What follows belongs to an exercise in optimizing a design on an open flow for small area; a production flow would make more cautious choices.
In this exercise RTL edits were held to simulation tests only and were not proved equivalent to the original.
Power figures rest on the tool's default switching activity, not on a simulated workload.

## v6
// top
module top(input clk, rst, reset, start_stop, mode, edit_shift, inc, output reg buzzer, output [0:6] seg,output [3:0] digit,output [4:0] mode_value);
reg [5:0] seconds, minutes;
reg [4:0] hours;
reg [1:0] edit_place;
reg [5:0] seconds_temp, minutes_temp;
reg [4:0] hours_temp;
reg [4:0] day_temp;
reg [3:0] month_temp;
reg [5:0] al_minutes;
reg [4:0] al_hours;
reg tm_state, tm_nstate;
reg sw_state, sw_nstate;
reg alarm_state, alarm_nstate;
reg [2:0] state;
reg adv;
reg trigger;
wire chg;
wire sC = ~(state[2] | state[1] | state[0]);
wire sE = ~state[1] & state[0];
wire sT = state[1] & ~state[0];
wire sW = state[1] & state[0];
wire sA = state[2];
wire [2:0] state_nx = sA ? 3'd0 : state + 3'd1;
wire [2:0] state_pv = sC ? 3'd4 : state - 3'd1;
wire [2:0] mstate = chg ? state_pv : state;
assign mode_value = {mstate==3'd0, mstate==3'd1, mstate==3'd2, mstate==3'd3, mstate==3'd4};
reg sclk;
reg [6:0] count;
wire tick = sclk & (count == 7'd0);
reg [5:0] scount;
wire [5:0] sc_inc = scount + {5'd0, ~scount[5]};
wire lt30 = scount < 6'd30;
wire eq30 = scount == 6'd30;
wire eq31 = scount == 6'd31;
wire gt30 = ~lt30 & ~eq30;
wire sc_zero = scount == 6'd0;
assign chg = trigger & sc_zero;
reg [4:0] a_count;
wire [4:0] ac_inc = a_count + {4'd0, ~&a_count};
wire alarm_match = hours_temp==al_hours && minutes_temp==al_minutes && alarm_state;
seven_seg seven_seg_1(clk,reset,rst,state,start_stop,inc,tm_state,sw_state,alarm_state,~lt30,edit_place,count>7'd49,seconds,minutes,hours,seg,digit);
always @(posedge clk) begin
    if(rst) begin
        count<=0;
        sclk<=1'b0;
    end
    else if(count==99) begin
        count<=0;
        sclk<=~sclk;
    end
    else count<=count+7'd1;
end
always @(posedge clk) begin
    if(rst) begin
        seconds_temp<=0;
        minutes_temp<=0;
        hours_temp<=0;
        buzzer<=0;
    end
    else begin
        if(sE && !edit_place[1] && eq31 && (reset || inc)) begin
            hours_temp<=hours;
            minutes_temp<=minutes;
            if (reset)
                seconds_temp<=seconds;
        end
        if(tick) begin
            seconds_temp<=seconds_temp + 1;
            if(seconds_temp==59) begin
  ...
Size: roughly 24 I/O pins, ~0.0054 sq mm of cells after synthesis.
export LEC_CHECK = 0
export ABC_AREA = 1
export CAP_MARGIN = 20
export CORE_MARGIN = 2
export CORE_UTILIZATION = 40
export SLEW_MARGIN = 20
create_clock -name core_clock -period 10.0 [get_ports {clk}]
standard.sh (not shown) runs the stock make flow with config.mk's settings and CLKGATE_MAP_FILE= SYNTH_SCRIPT=/design/flow/synth_recipe.tcl, a recipe that flattens the netlist after the stock synthesis.
==> flow/flow/run.sh <==
#!/bin/bash
# Standard synthesis; then an area-oriented re-synthesis of the combinational
# logic only (registers keep their instances, names and cell types), tried with
# a few random seeds of which the smallest is kept; then the standard layout
# from floorplan to finish, with the smallest buffers on the ports and
# mid-size clock buffers.
set -euo pipefail
WORK=$(pwd)
R=$WORK/orfs/results/$FLOW_PLATFORM/top/base
bash standard.sh synth > $WORK/std_synth.log 2>&1
cp $R/1_2_yosys.v $WORK/std_1_2_yosys.v
LIB=$FLOW_HOME/platforms/$FLOW_PLATFORM/lib/sky130_fd_sc_hd__tt_025C_1v80.lib
DU=$(sed -n '/DONT_USE_CELLS += /,/^#/p' $FLOW_HOME/platforms/$FLOW_PLATFORM/config.mk | grep -o "sky130_fd_sc_hd__[a-z0-9_]*" | sed 's/^/-dont_use /' | tr '\n' ' ')
for S in 1 2 3 4; do
  printf "strash\n&get -n\n&deepsyn -T 90 -S $S\n&deepsyn -T 90 -S $((S+10))\n&deepsyn -T 90 -S $((S+20))\n&put\ndch -f\namap -m -F 4 -A 10\ntopo\n" > $WORK/reopt_$S.abc
  sed -e "s#@LIB@#$LIB#g" -e "s#@DU@#$DU#g" -e "s#@IN@#$WORK/std_1_2_yosys.v#g" -e "s#@OUT@#$WORK/reopt_$S.v#g" -e "s#@ABC@#$WORK/reopt_$S.abc#g" $WORK/flow/reopt.ys > $WORK/reopt_$S.ys
  yosys -s $WORK/reopt_$S.ys > $WORK/reopt_$S.log 2>&1 &
done
wait
BEST=""; BA=""
for S in 1 2 3 4; do
  A=$(grep "Chip area for module" $WORK/reopt_$S.log | tail -1 | awk '{print $NF}')
  echo "seed $S: $A" >> $WORK/reopt_areas.txt
  # keep only a netlist whose registers are exactly the standard synthesis's
  NF=$(grep -cE "^ +sky130_fd_sc_hd__[a-z]*df[a-z0-9]*_[0-9]+ " $WORK/reopt_$S.v || true)
  NS=$(grep -cE "^ +sky130_fd_sc_hd__[a-z]*df[a-z0-9]*_[0-9]+ " $WORK/std_1_2_yosys.v || true)
  if grep -qE "^ *reg " $WORK/reopt_$S.v; then A=""; fi
  if [[ "$NF" != "$NS" ]]; then A=""; fi
  echo "seed $S: flops $NF/$NS area '$A'" >> $WORK/reopt_areas.txt
  if [[ -n "$A" && -s $WORK/reopt_$S.v ]] && { [[ -z "$BA" ]] || awk "BEGIN{exit !($A < $BA)}"; }; then BEST=$S; BA=$A; fi
done
echo "best: seed $BEST ($BA)" >> $WORK/reopt_areas.txt
if [[ -n "$BEST" ]]; then cp $WORK/reopt_$BEST.v $R/1_2_yosys.v; fi
bash standard.sh "BUFFER_PORTS_ARGS=-buffer_cell sky130_fd_sc_hd__buf_1" "CTS_ARGS=-sink_clustering_enable -repair_clock_nets -dont_use_dummy_load -buf_list {sky130_fd_sc_hd__clkbuf_4 sky130_fd_sc_hd__clkbuf_8} -sink_clustering_size 12" finish > $WORK/std_layout.log 2>&1
Other scripts of this flow, unchanged in this note and not shown: flow/flow/reopt.ys
## Diff of input files: v7 against v6
--- a/flow/design.v
+++ b/flow/design.v
@@ -35,15 +35,17 @@
 wire eq31 = scount == 6'd31;
 wire gt30 = ~lt30 & ~eq30;
 wire sc_zero = scount == 6'd0;
 assign chg = trigger & sc_zero;
 reg [4:0] a_count;
 wire [4:0] ac_inc = a_count + {4'd0, ~&a_count};
 wire alarm_match = hours_temp==al_hours && minutes_temp==al_minutes && alarm_state;
-seven_seg seven_seg_1(clk,reset,rst,state,start_stop,inc,tm_state,sw_state,alarm_state,~lt30,edit_place,count>7'd49,seconds,minutes,hours,seg,digit);
+wire [5:0] lo, hi;
+digits digits_1(clk,reset,rst,state[1],seconds,minutes,hours,lo,hi);
+seven_seg seven_seg_1(clk,reset,rst,state,start_stop,inc,tm_state,sw_state,alarm_state,~lt30,edit_place,count,lo,hi,seg,digit);
 always @(posedge clk) begin
     if(rst) begin
         count<=0;
         sclk<=1'b0;
     end
     else if(count==99) begin
         count<=0;
@@ -287,75 +289,93 @@
         if ((sC && idle0) || (sA && idle4))
             alarm_state<=alarm_nstate;
     end
 end
 endmodule
 `timescale 1ns / 1ps
 module digits(
+    input clk,
+    input reset,
+    input rst,
     input sel_sec,
-    input [1:0] dsel,
     input [5:0] seconds, minutes,
     input [4:0] hours,
-    output [3:0] dig
+    output reg [5:0] lo,
+    output reg [5:0] hi
     );
-    wire [5:0] val = dsel[1] ? (sel_sec ? minutes : {1'b0, hours})
-                             : (sel_sec ? seconds : minutes);
-    assign dig = dsel[0] ? val / 10 : val % 10;
+    always @(posedge clk or posedge reset)
+    begin
+        if (reset) begin
+            lo <= 0;
+            hi <= 0;
+        end
+        else if (rst) begin
+            lo <= 0;
+            hi <= 0;
+        end
+        else if (sel_sec) begin
+            lo <= seconds;
+            hi <= minutes;
+        end
+        else begin
+            lo <= minutes;
+            hi <= {1'b0, hours};
+        end
+    end
 endmodule
 `timescale 1ns / 1ps
 module seven_seg(
     input clk_100MHz,
     input reset,
     input rst,
     input [2:0] state,
     input start_stop,
     input inc,
     input tm_state,
     input sw_state,
     input alarm_state,
     input held,
     input [1:0] edit_place,
-    input half,
-    input [5:0] seconds, minutes,
-    input [4:0] hours,
+    input [6:0] count,
+    input [5:0] lo,
+    input [5:0] hi,
     output reg [0:6] seg,
     output [3:0] digit
     );
     reg [1:0] digit_select;
     reg [1:0] digit_timer;
-    reg [3:0] dig;
-    wire sclk = half;
-    wire [3:0] scan_nx = rst ? 4'd0 : {digit_select, digit_timer} + 4'd1;
-    wire [3:0] dig_nx;
-    digits digits_1(state[1], scan_nx[3:2], seconds, minutes, hours, dig_nx);
+    wire sclk = count > 7'd49;
     always @(posedge clk_100MHz or posedge reset) begin
         if(reset) begin
             digit_select <= 0;
             digit_timer <= 0;
-            dig <= 0;
         end
-        else begin
-            {digit_select, digit_timer} <= scan_nx;
-            dig <= rst ? 4'd0 : dig_nx;
+        else if(rst) begin
+            digit_select <= 0;
+            digit_timer <= 0;
         end
+        else
+            {digit_select, digit_timer} <= {digit_select, digit_timer} + 4'd1;
     end
     assign digit = ~(4'b0001 << digit_select);
+    wire [5:0] val = digit_select[1] ? hi : lo;
+    wire [3:0] dv = digit_select[0] ? val / 10 : val % 10;
     wire left = digit_select[1];
     wire blink =
         (state==0 && alarm_state && start_stop && held) ||
         (state==0 && inc && held) ||
         (state==1 && edit_place[0]==left) ||
         (state==2 && !tm_state && edit_place=={1'b0,left}) ||
         (state==3 && !sw_state) ||
         (state==4 && !alarm_state && edit_place=={1'b0,left});
     always @* begin
         if (blink && !sclk)
             seg = 7'b111_1111;
         else
-            case(dig)
+            case(dv)
                 4'd0 : seg = 7'b000_0001;
                 4'd1 : seg = 7'b100_1111;
                 4'd2 : seg = 7'b001_0010;
                 4'd3 : seg = 7'b000_0110;
                 4'd4 : seg = 7'b100_1100;
                 4'd5 : seg = 7'b010_0100;
                 4'd6 : seg = 7'b010_0000;
[summary]
v6 → v7: synthesized net count grew by 5, power drawn by the combinational cells shrank by 3.4%. Taking v6 as the reference, in v7 fmax up about 7%; worst hold slack down 6.6 ps; global-route wire length before repair flat. Diff v6 -> v7: share of the clock period used by the worst path now sits lower, power now sits higher, core utilization now sits lower, share of final-layout standard cells stronger than drive strength 1 now sits at about the same level, cell depth of the worst flop-to-flop path now sits higher. When the final numbers for v6 and v7 were put side by side, the number of cells in the design after placement turned out to be greater in v7.

## static timing again, ports no longer ideal
The flow's constraints put no driver on any port. The routed layouts listed below were extracted and timed again, unchanged, in two steps. Step 1, drivers: a clkbuf_16 drives clk and a buf_2 each remaining input, both assumed. Step 2, shift: input delay + t, output delay - t, t = (earliest + latest rising clock arrival at the registers) / 2. This alone moves slack from input paths to output paths. Three values: ideal ports, drivers, drivers and shift; two values: the first two.
run	t, ns	setup WS [ns]	clock arrival spread, ns	slew at the worst register clock pin (ns)
v6	0.408	3.318 / 3.296 / 3.296	0.025 / 0.025	0.10 / 0.10
v7	0.422	3.748 / 3.723 / 3.723	0.027 / 0.027	0.11 / 0.11
After both steps every run listed still meets setup and hold. The setup slack of v7, which loses most, moves by -0.025 ns with the drivers and by -0.025 ns with both steps.
